What follows belongs to an exercise in optimizing a design on an open flow for small area; a production flow would make more cautious choices. In this exercise RTL edits were held to simulation tests only and were not proved equivalent to the original. No driver is modelled on the clock port, so clocking that relies on it looks cheaper here than on a real chip. Power figures rest on the tool's default switching activity, not on a simulated workload.

Setup of wip/violet:
==> module spi_master, before the edit <==
module spi_master
(
input               clk             ,
input               rst_n           ,
output              SPI4wire_SCK    ,
output              SPI4wire_CS_N   ,
output              SPI4wire_MOSI   ,
input               SPI4wire_MISO   ,
input   [15:0]      par_freq_div    ,
input   [7:0]       par_adr_sclknum ,
input   [7:0]       par_dat_sclknum ,
input               par_cpha        ,
input               par_cpol        ,
input               tx_tvalid       ,
input   [31:0]      tx_tdata        ,
output              tx_tready       ,
output              rx_tvalid       ,
output  [31:0]      rx_tdata
);
localparam IDLE = 2'd0, LEAD = 2'd1, RUN = 2'd3, FIN = 2'd2;
reg [1:0]  state;
reg        tready;
reg        sck;
reg        cs_n;
reg        rvalid;
reg [14:0] half_cnt;    
reg        half;        
reg [5:0]  bit_cnt;     
reg [31:0] shreg;
reg        mosi;
reg        flag;
wire [5:0] sclk_num = par_adr_sclknum[5:0] + par_dat_sclknum[5:0];
wire       accept   = tx_tvalid & tready;
wire       idle     = (state == IDLE);
wire       active   = state[0];
wire       trail    = bit_cnt[5] & bit_cnt[4];
wire       term     = (half_cnt[14:1] == 14'd0) & (half_cnt[0] ^ (half & par_freq_div[0]));
wire       ev_mid   = active & term & ~half;
wire       ev_end   = active & term & half;
wire       in_bits  = (state == RUN) & ~trail;
wire       sample   = in_bits & (par_cpha ? ev_end : ev_mid);
wire       tx_step  = par_cpha ? (ev_mid & ~trail) : (ev_end & ~trail & (bit_cnt != 6'd0));
assign SPI4wire_SCK  = sck;
assign SPI4wire_CS_N = cs_n;
assign SPI4wire_MOSI = mosi;
assign tx_tready     = tready;
assign rx_tvalid     = rvalid;
assign rx_tdata      = shreg;
always @(posedge clk or negedge rst_n)
begin
    if (!rst_n) begin
        state  <= IDLE;
        tready <= 1'b0;
        sck    <= 1'b0;
        cs_n   <= 1'b1;
        rvalid <= 1'b0;
    end else begin
        case (state)
        IDLE: if (accept) state <= LEAD;
        LEAD: if (ev_end) state <= RUN;
        RUN:  if (ev_end & trail) state <= FIN;
        FIN:  state <= IDLE;
        endcase
        tready <= idle & ~accept;
        if (idle)
            sck <= par_cpol;
        else if (term & in_bits)
            sck <= ~sck;
        cs_n   <= ~active | (ev_end & trail);
        rvalid <= (state == FIN) & flag;
    end
end
always @(posedge clk)
begin
    if (~active | term)
        half_cnt <= par_freq_div[15:1];
    else
        half_cnt <= half_cnt - 1'b1;
    half <= active & (half ^ term);
    if (idle)
        bit_cnt <= sclk_num;
    else if (ev_end)
        bit_cnt <= bit_cnt - 1'b1;
end
wire [3:0]  t2 = {1'b0, sclk_num[1] & sclk_num[0], sclk_num[1], sclk_num[1] | sclk_num[0]};
wire [7:0]  t3 = {t2 & {4{sclk_num[2]}}, t2 | {4{sclk_num[2]}}};
wire [15:0] t4 = {t3 & {8{sclk_num[3]}}, t3 | {8{sclk_num[3]}}};
wire        hi = sclk_num[5] | sclk_num[4];
wire [31:0] keep = {(t4 & {16{sclk_num[4]}}) | {16{sclk_num[5]}}, t4 | {16{hi}}};
integer i;
always @(posedge clk)
begin
    if (accept) begin
        for (i = 0; i < 32; i = i + 1)
            shreg[i] <= tx_tdata[i] & keep[31 - i];
        flag <= tx_tdata[31];
    end else if (sample)
        shreg <= {shreg[30:0], SPI4wire_MISO};
    if ((state == LEAD) | tx_step)
        mosi <= shreg[31];
end
endmodule
Settings: LEC_CHECK=0, CAP_MARGIN=20, CORE_MARGIN=2, CORE_UTILIZATION=65, SLEW_MARGIN=20; clock period 6.0 ns.
standard.sh (not shown) runs the stock make flow with config.mk's settings and CLKGATE_MAP_FILE= SYNTH_SCRIPT=/design/flow/synth_recipe.tcl, a recipe that flattens the netlist after the stock synthesis.
==> flow/flow/run.sh <==
#!/bin/bash
# Standard ORFS layout (standard.sh) with these changes:
#  - synthesis maps logic with an area-oriented ABC script (flow/area.abc);
#    everything else in the synthesis script is the standard flow's own synth_recipe.tcl
#  - port buffers use buf_1
#  - CTS with clkbuf_4 only and no dummy loads; afterwards leaf buffers whose
#    flip-flops see a slow clock edge are upsized to clkbuf_8 (flow/post_cts.tcl)
set -euo pipefail
W=$PWD
{ head -1 synth_recipe.tcl
  echo "proc abc {args} { set i [lsearch \$args -script]; lset args [expr {\$i+1}] $W/flow/area.abc; yosys abc {*}\$args }"
  tail -n +2 synth_recipe.tcl; } > area_synth.tcl
export BUFFER_PORTS_ARGS="-buffer_cell sky130_fd_sc_hd__buf_1"
export CTS_ARGS="-sink_clustering_enable -repair_clock_nets -dont_use_dummy_load -buf_list {sky130_fd_sc_hd__clkbuf_4}"
export POST_CTS_TCL=$W/flow/post_cts.tcl
bash standard.sh SYNTH_SCRIPT=$W/area_synth.tcl finish > standard_flow.log 2>&1
==> flow/flow/area.abc <==
strash
&get -n
&fraig -x
&put
scorr
dc2
strash
dc2
dc2
&get -n
&dch -f
&nf -R 1000
&put
==> flow/flow/post_cts.tcl <==
# After CTS: upsize each leaf clock buffer (one that drives flip-flops) whose
# flip-flop clock pins see a slew above the threshold, then re-legalize.
proc upsize_leaf_clock_buffers { limit_ns bigger } {
  estimate_parasitics -placement
  set n 0
  foreach inst [[ord::get_db_block] getInsts] {
    set m [[$inst getMaster] getName]
    if {![string match sky130_fd_sc_hd__clkbuf_* $m] || $m == $bigger} continue
    set net [[$inst findITerm X] getNet]
    set worst 0.0
    set flops 0
    foreach pin [get_pins -of_objects [get_nets [$net getName]]] {
      if {[get_property $pin direction] != "input"} continue
      if {[get_property $pin name] != "CLK"} continue
      incr flops
      set s [get_property $pin slew_max]
      if {$s > $worst} { set worst $s }
    }
    puts "clock buffer [$inst getName] $m drives $flops flip-flops, worst clock-pin slew $worst"
    if {$flops > 0 && $worst > $limit_ns} {
      $inst swapMaster [[ord::get_db] findMaster $bigger]
      incr n
    }
  }
  puts "upsized $n clock buffers"
  if {$n > 0} {
    detailed_placement
    estimate_parasitics -placement
  }
}
upsize_leaf_clock_buffers 0.095 sky130_fd_sc_hd__clkbuf_8
Relative to wip/violet, the following input files were edited for wip/xenon:
==> flow/design.v <==
module spi_master
(
input               clk             ,
input               rst_n           ,
output              SPI4wire_SCK    ,
output              SPI4wire_CS_N   ,
output              SPI4wire_MOSI   ,
input               SPI4wire_MISO   ,
input   [15:0]      par_freq_div    ,
input   [7:0]       par_adr_sclknum ,
input   [7:0]       par_dat_sclknum ,
input               par_cpha        ,
input               par_cpol        ,
input               tx_tvalid       ,
input   [31:0]      tx_tdata        ,
output              tx_tready       ,
output              rx_tvalid       ,
output  [31:0]      rx_tdata
);
localparam I0 = 3'b000, I1 = 3'b001, IR = 3'b010, FN = 3'b011,
           L1 = 3'b100, LD = 3'b101, RN = 3'b111;
reg [2:0]  state;
reg        sck;
reg [14:0] half_cnt;    
reg        half;        
reg [5:0]  bit_cnt;     
reg [31:0] shreg;
reg        mosi;
reg        flag;
wire [5:0] sclk_num = par_adr_sclknum[5:0] + par_dat_sclknum[5:0];
wire       tready   = (state == I1);
wire       rvalid   = (state == IR);
wire       cs_n     = ~(state[2] & state[0]);
wire       accept   = tx_tvalid & tready;
wire       idle     = ~state[2] & ~(state[1] & state[0]);
wire       active   = state[2];
wire       trail    = bit_cnt[5] & bit_cnt[4];
wire       term     = (half_cnt[14:1] == 14'd0) & (half_cnt[0] ^ (half & par_freq_div[0]));
wire       ev_mid   = active & term & ~half;
wire       ev_end   = active & term & half;
wire       in_bits  = state[2] & state[1] & ~trail;
wire       sample   = in_bits & (par_cpha ? ev_end : ev_mid);
wire       tx_step  = par_cpha ? (ev_mid & ~trail) : (ev_end & ~trail & (bit_cnt != 6'd0));
assign SPI4wire_SCK  = sck;
assign SPI4wire_CS_N = cs_n;
assign SPI4wire_MOSI = mosi;
assign tx_tready     = tready;
assign rx_tvalid     = rvalid;
assign rx_tdata      = shreg;
always @(posedge clk or negedge rst_n)
begin
    if (!rst_n) begin
        state  <= I0;
        sck    <= 1'b0;
    end else begin
        case (state)
        I0, IR: state <= I1;
        I1: if (tx_tvalid) state <= L1;
        L1: state <= LD;
        LD: if (ev_end) state <= RN;
        RN: if (ev_end & trail) state <= FN;
        FN: state <= flag ? IR : I0;
        default: state <= I0;
        endcase
        if (idle)
            sck <= par_cpol;
        else if (term & in_bits)
            sck <= ~sck;
    end
end
always @(posedge clk)
begin
    if (~active | term)
        half_cnt <= par_freq_div[15:1];
    else
        half_cnt <= half_cnt - 1'b1;
    half <= active & (half ^ term);
    if (idle)
        bit_cnt <= sclk_num;
    else if (ev_end)
        bit_cnt <= bit_cnt - 1'b1;
end
wire [3:0]  t2 = {1'b0, sclk_num[1] & sclk_num[0], sclk_num[1], sclk_num[1] | sclk_num[0]};
wire [7:0]  t3 = {t2 & {4{sclk_num[2]}}, t2 | {4{sclk_num[2]}}};
wire [15:0] t4 = {t3 & {8{sclk_num[3]}}, t3 | {8{sclk_num[3]}}};
wire        hi = sclk_num[5] | sclk_num[4];
wire [31:0] keep = {(t4 & {16{sclk_num[4]}}) | {16{sclk_num[5]}}, t4 | {16{hi}}};
integer i;
always @(posedge clk)
begin
    if (accept) begin
        for (i = 0; i < 32; i = i + 1)
            shreg[i] <= tx_tdata[i] & keep[31 - i];
        flag <= tx_tdata[31];
    end else if (sample)
        shreg <= {shreg[30:0], SPI4wire_MISO};
    if ((state[2] & ~state[1]) | tx_step)
        mosi <= shreg[31];
end
endmodule
==> comparison <==
Setup slack is lower on wip/xenon. Detailed route, wip/xenon vs wip/violet: via total lower for wip/xenon. Number of nets with antenna violations after routing of wip/xenon is on par with wip/violet. In the reports for wip/violet and wip/xenon, the smaller logic gate share of total power belongs to wip/violet. The lower total cell area at the placement stage came out of wip/xenon. Compared wip/violet against wip/xenon; count of non-filler cells in the finished layout within noise. Net switching share of the total power delta for wip/xenon relative to wip/violet: 1.2 points higher. Diff wip/violet -> wip/xenon: upper clock frequency limit now sits lower; final area shrank by about 1.6%. Looking only at final worst-path cycle share, and setting everything else aside, the lower value of wip/violet and wip/xenon goes to wip/violet.

==> static timing again, ports no longer ideal <==
No port has a modelled driver above. Below, the same layouts with a new extraction and two added sets of constraints.
Step 1: set_driving_cell puts a clkbuf_16 on clk and a buf_2 on each other input, an assumption about the parent block.
Step 2 times the ports against the registers' clock, not the clock port: input delays grow and output delays shrink by t, the midpoint of the rising clock arrivals with the driver on.
a / b / c = ideal / step 1 / step 2; a / b = the first two.
run	shift t [ns]	setup WS [ns]	hold slack, ns
wip/violet	0.430	2.327 / 2.337 / 1.906	0.452 / 0.452 / 0.452
wip/xenon	0.403	2.294 / 2.293 / 1.890	0.497 / 0.497 / 0.497
After both steps setup and hold are still met in every run listed. The setup slack of wip/violet, which loses most, moves by +0.010 ns with the drivers and by -0.421 ns with both steps.
